What follows belongs to an exercise in optimizing a design on an open flow for a short achievable clock period and few clock cycles; a production flow would make more cautious choices.
Function was checked by simulation only, so behaviour that the tests miss may differ from the original.

## old
==> flow/design.v <==
`timescale 1ns / 1ps
module fwd2(input [31:0] r, e,
            input selE,
            output [31:0] y);
    assign y = selE ? e : r;
endmodule
module mux32(input s,
             input [31:0] a, b,
             output [31:0] y);
    assign y = s ? a : b;
endmodule
module mux32r(input rst_n, s,
              input [31:0] a, b,
              output [31:0] y);
    assign y = {32{rst_n}} & (s ? a : b);
endmodule
module inc30(input [31:0] a, output [31:0] y);
    wire [29:0] x = a[31:2];
    wire [29:0] c;    
    genvar i;
    generate
        for (i = 0; i < 30; i = i + 1) begin : b
            if (i == 0) begin : z
                assign c[i] = 1'b1;
            end else begin : nz
                assign c[i] = &x[i-1:0];
            end
        end
    endgenerate
    assign y = {x ^ c, a[1:0]};
endmodule
module add32(input [31:0] a, b, output [31:0] y);
    wire [31:0] c, x;
    ks_carry #(.INV(0)) u_c(.a(a), .b(b), .cin(1'b0), .c(c));
    xor32 u_x(.a(a), .b(b), .y(x));
    xor32 u_s(.a(x), .b({c[30:0], 1'b0}), .y(y));
endmodule
module xor32(input [31:0] a, b, output [31:0] y);
    assign y = a ^ b;
endmodule
module pg32 #(parameter INV = 0)
            (input [31:0] a, b,
             input cin,
             output [31:0] g, p);
    wire [31:0] bb = INV ? ~b : b;
    wire [31:0] g0 = a & bb;
    wire [31:0] p0 = a | bb;
    assign g = {g0[31:1], g0[0] | (p0[0] & cin)};
    assign p = p0;
endmodule
module kslevel #(parameter K = 1)
               (input [31:0] g, p,
                output [31:0] go, po);
    genvar i;
    generate
        for (i = 0; i < 32; i = i + 1) begin : b
            if (i < K) begin : pass
                assign go[i] = g[i];
                assign po[i] = p[i];
            end else begin : comb
                assign go[i] = g[i] | (p[i] & g[i-K]);
                assign po[i] = p[i] & p[i-K];
            end
        end
    endgenerate
endmodule
module ks_carry #(parameter INV = 0)
                (input [31:0] a, b,
                 input cin,
                 output [31:0] c);
    wire [31:0] g0, p0, g1, p1, g2, p2, g3, p3, g4, p4, g5, p5;
    pg32 #(.INV(INV)) u_pg(.a(a), .b(b), .cin(cin), .g(g0), .p(p0));
    kslevel #(.K(1))  u_l1(.g(g0), .p(p0), .go(g1), .po(p1));
    kslevel #(.K(2))  u_l2(.g(g1), .p(p1), .go(g2), .po(p2));
    kslevel #(.K(4))  u_l3(.g(g2), .p(p2), .go(g3), .po(p3));
    kslevel #(.K(8))  u_l4(.g(g3), .p(p3), .go(g4), .po(p4));
    kslevel #(.K(16)) u_l5(.g(g4), .p(p4), .go(g5), .po(p5));
    assign c = g5;
endmodule
module alu_pre(input [31:0] a, b,
               input opAnd, opOr, opNor,
               output [31:0] x, l);
    assign x = a ^ b;
    assign l = ({32{opAnd}} & (a & b))
             | ({32{opOr}}  & (a | b))
             | ({32{opNor}} & ~(a | b));
endmodule
module alu_post(input [31:0] x, l, cs, cd,
                input opAdd, opSub, opSlt,
                output [31:0] y);
    wire [31:0] sum  = x ^ {cs[30:0], 1'b0};
    wire [31:0] diff = ~x ^ {cd[30:0], 1'b1};
    wire        lt   = ~cd[31];
    assign y = ({32{opAdd}} & sum)
             | ({32{opSub}} & diff)
             | l
             | {31'd0, opSlt & lt};
endmodule
module alu_out(input [31:0] a, b, cs, cd,
               input opAdd, opSub, opAnd, opOr, opNor, opSlt,
               output [31:0] y);
    wire [31:0] x, l;
    alu_pre  u_pre(.a(a), .b(b), .opAnd(opAnd), .opOr(opOr), .opNor(opNor), .x(x), .l(l));
    alu_post u_post(.x(x), .l(l), .cs(cs), .cd(cd), .opAdd(opAdd), .opSub(opSub),
                    .opSlt(opSlt), .y(y));
endmodule
module eq32(input [31:0] a, b, output eq);
    assign eq = (a == b);
endmodule
`timescale 1ns / 1ps
module mcpu(input clk, Reset,
            output wire [31:0] imem_addr,
            input  wire [31:0] imem_rdata,
            output wire [31:0] dmem_addr,
            output wire [31:0] dmem_wdata,
            output wire        dmem_we,
            output wire        dmem_re,
            input  wire [31:0] dmem_rdata);
    reg  [31:0] pcF;
    reg         vD;
    reg  [31:0] irD, aD, bD;
    reg         aluD, lwD, swD, beqD, jD, sameD, wrD;
    reg  [4:0]  dD;
    reg         hAE, hAM, hAW, hBE, hBM, hBW;    
    reg         ldmD;                             
    reg         xSub, xAnd, xOr, xNor, xSlt, xAdd;
    reg         vE, wrE, ldE, stE, jE, beqE, sameE;
    reg  [4:0]  dE;
    reg  [31:0] aE, bE, immE, btgtE;
    reg         opAdd, opSub, opAnd, opOr, opNor, opSlt;
    reg         vM, wrM, ldM;
    reg  [4:0]  dM;
    reg  [31:0] exM, addrM, wdM;
    reg         weM, reM;
    reg         vW, wrW;
    reg  [4:0]  dW;
    reg  [31:0] wbW;
    reg  [31:0] weW;         
    reg         fixup;
    reg  [31:0] fix_btgt, fix_jtgt;
    assign imem_addr  = pcF;
    assign dmem_addr  = addrM;
    assign dmem_wdata = wdM;
    assign dmem_we    = weM;
    assign dmem_re    = reM;
    wire [1023:0] Rflat;
    genvar g;
    generate
        for (g = 0; g < 32; g = g + 1) begin : rf
            reg [31:0] r;
            always @(posedge clk) begin
                if (weW[g])
                    r <= wbW;
            end
            assign Rflat[32*g +: 32] = r;
        end
    endgenerate
    wire [4:0]  rsF = imem_rdata[25:21];
    wire [4:0]  rtF = imem_rdata[20:16];
    wire [31:0] rdAF = (vW & wrW & (dW == rsF)) ? wbW : Rflat[32*rsF +: 32];
    wire [31:0] rdBF = (vW & wrW & (dW == rtF)) ? wbW : Rflat[32*rtF +: 32];
    wire [5:0]  opF  = imem_rdata[31:26];
    wire        aluF = (opF[5:4] != 2'b11);
    wire        lwF  = (opF == 6'b110001);
    wire        swF  = (opF == 6'b110000);
    wire        beqF = (opF == 6'b110100);
    wire        jF   = (opF == 6'b111000);
    wire        sameF = (rsF == rtF);
    wire        useRsF = aluF | lwF | swF | (beqF & ~sameF);
    wire        useRtF = aluF | swF | (beqF & ~sameF);
    wire        wrF  = aluF | lwF;
    wire [4:0]  dF   = lwF ? rtF : imem_rdata[15:11];
    wire hAEF = vD & wrD & (dD == rsF);
    wire hAMF = vE & wrE & (dE == rsF);
    wire hAWF = vM & wrM & (dM == rsF);
    wire hBEF = vD & wrD & (dD == rtF);
    wire hBMF = vE & wrE & (dE == rtF);
    wire hBWF = vM & wrM & (dM == rtF);
    wire ldmF = vD & lwD & ((useRsF & (dD == rsF)) | (useRtF & (dD == rtF)));
    wire [31:0] sextD = {{16{irD[15]}}, irD[15:0]};
    wire stall = vD & ldmD;
    wire [31:0] res;                         
    wire [31:0] wbM = ldM ? dmem_rdata : exM;    
    wire [31:0] aOld = hAM ? wbM : hAW ? wbW : aD;
    wire [31:0] bOld = hBM ? wbM : hBW ? wbW : bD;
    wire [31:0] aNext, bNext;
    fwd2 u_fa(.r(aOld), .e(res), .selE(hAE), .y(aNext));
    fwd2 u_fb(.r(bOld), .e(res), .selE(hBE), .y(bNext));
    wire [31:0] pcF4, btgtD;
    inc30 u_pc4(.a(pcF), .y(pcF4));
    wire [31:0] offD = {{14{irD[15]}}, irD[15:0], 2'b01};
    add32 u_bt(.a({pcF[31:2], 2'b11}), .b(offD), .y(btgtD));
    wire [31:0] jtgtD = {pcF4[31:28], irD[25:0], 2'b00};
    wire [31:0] cS, cD, addrE;
    wire        eqE;
    ks_carry #(.INV(0)) u_cs(.a(aE), .b(bE), .cin(1'b0), .c(cS));
    ks_carry #(.INV(1)) u_cd(.a(aE), .b(bE), .cin(1'b1), .c(cD));
    alu_out  u_res(.a(aE), .b(bE), .cs(cS), .cd(cD),
                   .opAdd(opAdd), .opSub(opSub), .opAnd(opAnd), .opOr(opOr),
                   .opNor(opNor), .opSlt(opSlt), .y(res));
    add32    u_addr(.a(aE), .b(immE), .y(addrE));
    eq32     u_eq(.a(aE), .b(bE), .eq(eqE));
    wire takeE   = vE & beqE & ~sameE & eqE;
    wire mispred = takeE & ~fixup;
    wire [31:0] nfix  = jE ? fix_jtgt : (beqE & sameE) ? fix_btgt : pcF4;
    wire [31:0] nseq  = stall ? pcF : (vD & jD) ? jtgtD : pcF4;
    wire        selBt = ~fixup & ~stall & vD & beqD & sameD;
    wire [31:0] nrest = fixup ? nfix : nseq;
    wire [31:0] tgtE  = fixup ? fix_btgt : btgtE;
    wire [31:0] nbt, npc;
    mux32 u_nbt(.s(selBt), .a(btgtD), .b(nrest), .y(nbt));
    mux32r u_npc(.rst_n(Reset), .s(takeE), .a(tgtE), .b(nbt), .y(npc));
    always @(posedge clk) begin
        pcF <= npc;
    end
    always @(posedge clk) begin
        if (Reset == 1'b0)
            fixup <= 1'b0;
        else
            fixup <= mispred;
    end
    wire [31:0] fixb4, fixbt;
    inc30 u_fb4(.a(btgtE), .y(fixb4));
    add32 u_fbt(.a({btgtE[31:2], 2'b11}), .b(offD), .y(fixbt));
    always @(posedge clk) begin
        fix_btgt <= fixbt;
        fix_jtgt <= {fixb4[31:28], irD[25:0], 2'b00};
    end
    always @(posedge clk) begin
        if (Reset == 1'b0)
            vD <= 1'b0;
        else if (mispred)
            vD <= 1'b0;
        else if (!stall)
            vD <= 1'b1;
    end
    always @(posedge clk) begin
        if (stall) begin
            aD   <= aOld;
            bD   <= bOld;
            hAE  <= 1'b0;
            hAM  <= hAE;
            hAW  <= hAM;
            hBE  <= 1'b0;
            hBM  <= hBE;
            hBW  <= hBM;
            ldmD <= 1'b0;
        end else begin
            irD   <= imem_rdata;
            aD    <= rdAF;
            bD    <= rdBF;
            aluD  <= aluF;
            lwD   <= lwF;
            swD   <= swF;
            beqD  <= beqF;
            jD    <= jF;
            sameD <= sameF;
            wrD   <= wrF;
            dD    <= dF;
            hAE   <= hAEF;
            hAM   <= hAMF;
            hAW   <= hAWF;
            hBE   <= hBEF;
            hBM   <= hBMF;
            hBW   <= hBWF;
            ldmD  <= ldmF;
            xSub  <= aluF & (opF == 6'b000001);
            xAnd  <= aluF & (opF == 6'b010001);
            xOr   <= aluF & (opF == 6'b010000);
            xNor  <= aluF & (opF == 6'b100110);
            xSlt  <= aluF & (opF == 6'b100111);
            xAdd  <= aluF & (opF != 6'b000001) & (opF != 6'b010001) & (opF != 6'b010000)
                          & (opF != 6'b100110) & (opF != 6'b100111);
        end
    end
    always @(posedge clk) begin
        if (Reset == 1'b0)
            vE <= 1'b0;
        else
            vE <= vD & ~stall;
    end
    always @(posedge clk) begin
        wrE   <= wrD;
        ldE   <= lwD;
        stE   <= swD;
        jE    <= jD;
        beqE  <= beqD;
        sameE <= sameD;
        dE    <= dD;
        aE    <= aNext;
        bE    <= bNext;
        immE  <= sextD;
        btgtE <= btgtD;
        opSub <= xSub;
        opAnd <= xAnd;
        opOr  <= xOr;
        opNor <= xNor;
        opSlt <= xSlt;
        opAdd <= xAdd;
    end
    always @(posedge clk) begin
        if (Reset == 1'b0) begin
            vM  <= 1'b0;
            weM <= 1'b0;
            reM <= 1'b0;
        end else begin
            vM  <= vE;
            weM <= vE & stE;
            reM <= vE & ldE;
        end
    end
    always @(posedge clk) begin
        wrM   <= wrE;
        ldM   <= ldE;
        dM    <= dE;
        exM   <= res;
        addrM <= addrE;
        wdM   <= bE;
    end
    always @(posedge clk) begin
        if (Reset == 1'b0)
            vW <= 1'b0;
        else
            vW <= vM;
    end
    always @(posedge clk) begin
        wrW <= wrM;
        dW  <= dM;
        wbW <= wbM;
    end
    always @(posedge clk) begin
        if (Reset == 1'b0)
            weW <= 32'd0;
        else
            weW <= (vM & wrM) ? (32'd1 << dM) : 32'd0;
    end
endmodule
Settings: LEC_CHECK=0, ABC_CLOCK_PERIOD_IN_PS=2500, CAP_MARGIN=20, CORE_MARGIN=2, CORE_UTILIZATION=40, PLACE_DENSITY=0.6, SETUP_SLACK_MARGIN=4.2, SLEW_MARGIN=20, SYNTH_HIERARCHICAL=1, SYNTH_MINIMUM_KEEP_SIZE=0; clock period 7.0 ns.
run.sh (not shown) runs the stock make flow with config.mk's settings and CLKGATE_MAP_FILE= SYNTH_SCRIPT=/design/flow/synth_recipe.tcl, a recipe that flattens the netlist after the stock synthesis.
Testbench counts of old, summed over its fixed seeds: cycles 14,741.
Modified inputs, new compared to old
-- flow/design.v --
<<< old, line 105
                    .opSlt(opSlt), .y(y));
endmodule
module eq32(input [31:0] a, b, output eq);
    assign eq = (a == b);
>>> new, line 105
                    .opSlt(opSlt), .y(y));
endmodule
module dec5(input [4:0] a, output [31:0] y);
    genvar i;
    generate
        for (i = 0; i < 32; i = i + 1) begin : d
            assign y[i] = (a == i);
        end
    endgenerate
endmodule
module rfread(input [1023:0] r, input [31:0] sel, output [31:0] y);
    integer i;
    reg [31:0] acc;
    always @(*) begin
        acc = 32'd0;
        for (i = 0; i < 32; i = i + 1)
            acc = acc | ({32{sel[i]}} & r[32*i +: 32]);
    end
    assign y = acc;
endmodule
module eq32(input [31:0] a, b, output eq);
    assign eq = (a == b);
<<< old, line 119
    reg  [31:0] pcF;
    reg         vD;
    reg  [31:0] irD, aD, bD;
    reg         aluD, lwD, swD, beqD, jD, sameD, wrD;
    reg  [4:0]  dD;
>>> new, line 137
    reg  [31:0] pcF;
    reg         vD;
    reg  [31:0] irD, aD, bD, off4D;
    reg         aluD, lwD, swD, beqD, jD, sameD, wrD;
    reg  [4:0]  dD;
<<< old, line 136
    reg  [4:0]  dW;
    reg  [31:0] wbW;
    reg  [31:0] weW;         
    reg         fixup;
    reg  [31:0] fix_btgt, fix_jtgt;
>>> new, line 154
    reg  [4:0]  dW;
    reg  [31:0] wbW;
    reg         fixup;
    reg  [31:0] fix_btgt, fix_jtgt;
<<< old, line 150
            reg [31:0] r;
            always @(posedge clk) begin
                if (weW[g])
                    r <= wbW;
            end
>>> new, line 167
            reg [31:0] r;
            always @(posedge clk) begin
                if (vW & wrW & (dW == g))
                    r <= wbW;
            end
<<< old, line 158
    wire [4:0]  rsF = imem_rdata[25:21];
    wire [4:0]  rtF = imem_rdata[20:16];
    wire [31:0] rdAF = (vW & wrW & (dW == rsF)) ? wbW : Rflat[32*rsF +: 32];
    wire [31:0] rdBF = (vW & wrW & (dW == rtF)) ? wbW : Rflat[32*rtF +: 32];
    wire [5:0]  opF  = imem_rdata[31:26];
    wire        aluF = (opF[5:4] != 2'b11);
>>> new, line 175
    wire [4:0]  rsF = imem_rdata[25:21];
    wire [4:0]  rtF = imem_rdata[20:16];
    wire [31:0] selAF, selBF, rfAF, rfBF;
    dec5   u_dsa(.a(rsF), .y(selAF));
    dec5   u_dsb(.a(rtF), .y(selBF));
    rfread u_rfa(.r(Rflat), .sel(selAF), .y(rfAF));
    rfread u_rfb(.r(Rflat), .sel(selBF), .y(rfBF));
    wire [31:0] rdAF = (vW & wrW & (dW == rsF)) ? wbW : rfAF;
    wire [31:0] rdBF = (vW & wrW & (dW == rtF)) ? wbW : rfBF;
    wire [31:0] off4F = {{14{imem_rdata[15]}}, imem_rdata[15:0], 2'b00} + 32'd4;
    wire [5:0]  opF  = imem_rdata[31:26];
    wire        aluF = (opF[5:4] != 2'b11);
<<< old, line 189
    wire [31:0] pcF4, btgtD;
    inc30 u_pc4(.a(pcF), .y(pcF4));
    wire [31:0] offD = {{14{irD[15]}}, irD[15:0], 2'b01};
    add32 u_bt(.a({pcF[31:2], 2'b11}), .b(offD), .y(btgtD));
    wire [31:0] jtgtD = {pcF4[31:28], irD[25:0], 2'b00};
    wire [31:0] cS, cD, addrE;
>>> new, line 212
    wire [31:0] pcF4, btgtD;
    inc30 u_pc4(.a(pcF), .y(pcF4));
    add32 u_bt(.a(pcF), .b(off4D), .y(btgtD));
    wire [31:0] jtgtD = {pcF4[31:28], irD[25:0], 2'b00};
    wire [31:0] cS, cD, addrE;
<<< old, line 222
    wire [31:0] fixb4, fixbt;
    inc30 u_fb4(.a(btgtE), .y(fixb4));
    add32 u_fbt(.a({btgtE[31:2], 2'b11}), .b(offD), .y(fixbt));
    always @(posedge clk) begin
        fix_btgt <= fixbt;
>>> new, line 244
    wire [31:0] fixb4, fixbt;
    inc30 u_fb4(.a(btgtE), .y(fixb4));
    add32 u_fbt(.a(btgtE), .b(off4D), .y(fixbt));
    always @(posedge clk) begin
        fix_btgt <= fixbt;
<<< old, line 250
            aD    <= rdAF;
            bD    <= rdBF;
            aluD  <= aluF;
            lwD   <= lwF;
>>> new, line 272
            aD    <= rdAF;
            bD    <= rdBF;
            off4D <= off4F;
            aluD  <= aluF;
            lwD   <= lwF;
<<< old, line 329
        wbW <= wbM;
    end
    always @(posedge clk) begin
        if (Reset == 1'b0)
            weW <= 32'd0;
        else
            weW <= (vM & wrM) ? (32'd1 << dM) : 32'd0;
    end
endmodule
>>> new, line 352
        wbW <= wbM;
    end
endmodule
Per the comparison of new with old, total length of routed wires rose by about 16%, number of vias in the routed layout rose by about 15%.
Iteration-0 DRC count of the detailed router up 43% in new wrt old
new vs old on worst setup slack: new is the lower one.
Re non-clock buffer count: new is 302 up on old.
Between new and old, the data required time of the worst path does not differ in any meaningful way.
Testbench counts of new, summed over its fixed seeds: cycles 14,741.

## re-timing with driven ports
The flow's constraints put no driver on any port. The routed layouts listed below were extracted and timed again, unchanged, in two steps. Step 1: set_driving_cell puts a clkbuf_16 on clk and a buf_2 on each other input, an assumption about the parent block. Step 2, shift: input delay + t, output delay - t, t = (earliest + latest rising clock arrival at the registers) / 2. This alone moves slack from input paths to output paths. Slacks: ideal ports / drivers / drivers and shift; pairs: ideal ports / drivers.
run	t (ns)	slack for setup (ns)	pins driven straight from the clock port
old	0.917	4.190 / 4.098 / 3.181	1
new	0.908	3.858 / 3.898 / 2.990	1
After both steps every run listed still meets setup and hold. The setup slack of old, which loses most, moves by -0.092 ns with the drivers and by -1.009 ns with both steps.
